This is an optimization exercise on Yosys and OpenROAD, whose aim is small area, not a production implementation.
The RTL was checked by simulation tests, not by an equivalence proof against the original design.
No activity file was given, so power comes from the tool's default toggle rates.

run 1:
// video_uut
module video_uut (
    input  wire         clk_i           , 
    input  wire         rst_i           , 
    input  wire         cen_i           , 
    input  wire         vid_sel_i       , 
    input  wire [29:0]  probes_i,
    input  wire [7:0]   square_length_1_i ,
    input  wire [7:0]   square_length_2_i ,
    input  wire [1:0]   speed_mult_1_i,
    input  wire [1:0]   speed_mult_2_i,
    input  wire [19:0]  vdat_bars_i     , 
    input  wire [19:0]  vdat_colour_i   , 
    input  wire [3:0]   fvht_i          , 
    output wire [3:0]   fvht_o          ,
    output wire [19:0]  video_o
);
Settings: LEC_CHECK=0, CAP_MARGIN=20, CORE_MARGIN=2, CORE_UTILIZATION=45, SLEW_MARGIN=20; clock period 6.7 ns.
standard.sh (not shown) runs the stock make flow with config.mk's settings and CLKGATE_MAP_FILE= SYNTH_SCRIPT=/design/flow/synth_recipe.tcl, a recipe that flattens the netlist after the stock synthesis.
==> flow/flow/run.sh <==
#!/bin/bash
# Standard ORFS flow with the standard synthesis, plus:
#  - area-driven restructuring of the combinational logic after floorplan
#  - port buffers from the smallest buffer cell
#  - clock tree of clkbuf_8 sink clusters (up to 14 flops), no dummy loads
set -euo pipefail
ARGS=("BUFFER_PORTS_ARGS=-buffer_cell sky130_fd_sc_hd__buf_1"
      "CTS_ARGS=-sink_clustering_enable -repair_clock_nets -buf_list sky130_fd_sc_hd__clkbuf_8 -sink_clustering_size 14 -sink_clustering_max_diameter 80 -dont_use_dummy_load")
bash standard.sh "${ARGS[@]}" floorplan > standard_floorplan.log 2>&1
export RES_DIR=$PWD/orfs/results/$FLOW_PLATFORM/video_uut/base
export RMP_DIR=$PWD/rmp
export DONT_USE="sky130_fd_sc_hd__probe_p_8 sky130_fd_sc_hd__probec_p_8 sky130_fd_sc_hd__lpflow_*"
# the mapping library for the restructuring leaves out the don't-use cells
mkdir -p "$RMP_DIR"
export RMP_LIB=$RMP_DIR/mapping.lib
python3 flow/filter_lib.py "$FLOW_HOME/platforms/sky130hd/lib/sky130_fd_sc_hd__tt_025C_1v80.lib" "$RMP_LIB" "$DONT_USE" > filter_lib.log 2>&1
openroad -no_init -exit flow/restructure.tcl > restructure.log 2>&1
bash standard.sh "${ARGS[@]}" finish > standard_finish.log 2>&1
Other scripts of this flow, unchanged in this note and not shown: flow/flow/filter_lib.py, flow/flow/restructure.tcl
Inputs modified between run 1 and run 5:
diff --git a/flow/design.v b/flow/design.v
--- a/flow/design.v
+++ b/flow/design.v
@@ -87,29 +87,29 @@
 wire hit1 = lt12(pos_x_1, column_counter) && lt12(column_counter, sx1[11:0]) &&
             lt12({1'b0, pos_y_1}, line_counter) && lt12(line_counter, {1'b0, sy1});
 wire hit2 = lt12(pos_x_2, column_counter) && lt12(column_counter, sx2[11:0]) &&
             lt12({1'b0, pos_y_2}, line_counter) && lt12(line_counter, {1'b0, sy2});
 wire [3:0] p1 = (speed_mult_1 * speed_mult_3) & {4{nf}};
 wire [3:0] p2 = (speed_mult_2 * speed_mult_3) & {4{nf}};
 wire [12:0] mx1 = add12(pos_x_1, {{7{direction[0]}}, {p1, 1'b0} ^ {5{direction[0]}}}, direction[0]);
 wire [12:0] my1 = add12({1'b0, pos_y_1}, {{7{direction[1]}}, {p1, 1'b0} ^ {5{direction[1]}}}, direction[1]);
 wire [12:0] mx2 = add12(pos_x_2, {{7{direction[2]}}, {p2, 1'b0} ^ {5{direction[2]}}}, direction[2]);
 wire [12:0] my2 = add12({1'b0, pos_y_2}, {{7{direction[3]}}, {p2, 1'b0} ^ {5{direction[3]}}}, direction[3]);
 wire x1_oob = pos_x_1[11] | (pos_x_1[10:3] == 8'd0 && pos_x_1[2:0] < 3'd6);
 wire x1_hi  = sx1 > 13'd1919;
-wire y1_hi  = (pos_y_1[10] | pos_y_1[9]) & (sy1 >= 11'd1124);
+wire y1_hi  = sy1 >= 11'd1124;
 wire y1_lo  = pos_y_1 <= 11'd45;
 wire x2_oob = pos_x_2[11] | (pos_x_2[10:3] == 8'd0 && pos_x_2[2:0] < 3'd6);
 wire x2_hi  = sx2 >= 13'd1919;
-wire y2_hi  = (pos_y_2[10] | pos_y_2[9]) & (sy2 >= 11'd1124);
+wire y2_hi  = sy2 >= 11'd1124;
 wire y2_lo  = pos_y_2 <= 11'd45;
 wire [11:0] pos_x_1_next = (nf & x1_oob) ? 12'd6 :
                            (nf & x1_hi)  ? 12'd1918 - {4'b0, square_length_1} : mx1[11:0];
 wire [10:0] pos_y_1_next = (nf & y1_hi)  ? 11'd1119 - {3'b0, square_length_1} :
                            (nf & y1_lo)  ? 11'd50 : my1[10:0];
 wire [11:0] pos_x_2_next = (nf & x2_oob) ? 12'd6 :
                            (nf & x2_hi)  ? 12'd1915 - {4'b0, square_length_2} : mx2[11:0];
 wire [10:0] pos_y_2_next = (nf & y2_hi)  ? 11'd1123 - {3'b0, square_length_2} :
                            (nf & y2_lo)  ? 11'd50 : my2[10:0];
 wire [3:0] direction_next = {
     (nf & y2_hi) ? 1'b1 : (nf & y2_lo) ? 1'b0 : direction[3],
     (nf & x2_oob) ? 1'b0 : (nf & x2_hi) ? 1'b1 : direction[2],
@@ -124,33 +124,33 @@
 wire [19:0] opy = mixed ? (both ? sq2 : vdat_bars_d1) : 20'd0;
 wire [12:0] sum_lf = add12({2'b0, opx[19:10]}, {2'b0, opy[19:10]}, 1'b0);
 wire [12:0] sum_cf = add12({2'b0, opx[9:0]}, {2'b0, opy[9:0]}, 1'b0);
 wire [19:0] out_next = {sum_lf[9:0], mixed ? {1'b0, sum_cf[9:1]} : sum_cf[9:0]};
 always @(posedge clk_i) begin
     column_counter <= column_next;
     line_counter   <= line_next;
     if (rst_i) begin
         pos_x_1 <= 0;
         pos_y_1 <= 0;
         pos_x_2 <= 0;
         pos_y_2 <= 0;
-        direction <= 0;
     end else begin
         pos_x_1 <= pos_x_1_next;
         pos_y_1 <= pos_y_1_next;
         pos_x_2 <= pos_x_2_next;
         pos_y_2 <= pos_y_2_next;
-        direction <= direction_next;
     end
 end
+always @(posedge clk_i)
+    direction <= direction_next;
 always @(posedge clk_i) begin
     if (rst_i) begin
         speed_mult_2 <= 0;
         fvht_d1 <= 0;
         fvht_d2 <= 0;
         fvht_d3 <= 0;
         sq1_on <= 0;
         sq2_on <= 0;
         vdat_bars_d1 <= 0;
         out_color <= 0;
         vid_d1 <= 0;
     end else if (cen_i) begin
Results
Run 5 gives less worst slew slack as a fraction of its limit than run 1 did. Run 1 → run 5: areal power density over the cells grew by 49%; utilization of the core after routing increased 0.27 points; sequential power shows an increase of 15%; placed cell area stayed essentially flat; power increased 49%. Run 5 ended up with pos_y_1[4]$_SDFF_PP0_ as its critical path endpoint; run 1 ended up with out_color[19]$_SDFFE_PP0P_. On sequential share of layout area, run 5 and run 1 are neck and neck. Run 5: effective utilization at floorplan 0.24 points below run 1. Via count, run 5 and run 1: smaller value in run 5.

what the ideal ports hide:
Ports are ideal in the flow. The routed layouts listed here were re-timed in OpenROAD.
Step 1 sets driving cells, clkbuf_16 on the clock port and buf_2 on the other inputs (assumed; they add their load-dependent delay and slew).
Step 2 adds t to the input delays and takes it off the output delays; t is the mean of the earliest and latest rising clock arrival at the registers after step 1. Input paths then give back, and output paths get back, about the clock's delay inside the block.
Three values: ideal ports, drivers, drivers and shift; two values: the first two.
| run | t, ns | slack for setup (ns) | hold WS [ns] | worst slew at a driven data input, ns |
|---|---|---|---|---|
| run 1 | 0.568 | 1.402 / 1.408 / 0.840 | 0.439 / 0.439 / 0.439 | 0.06 |
| run 5 | 0.553 | 1.059 / 1.059 / 0.699 | 0.449 / 0.449 / 0.449 | 0.07 |
After both steps every run listed still meets setup and hold. The setup slack of run 1, which loses most, moves by +0.006 ns with the drivers and by -0.562 ns with both steps.
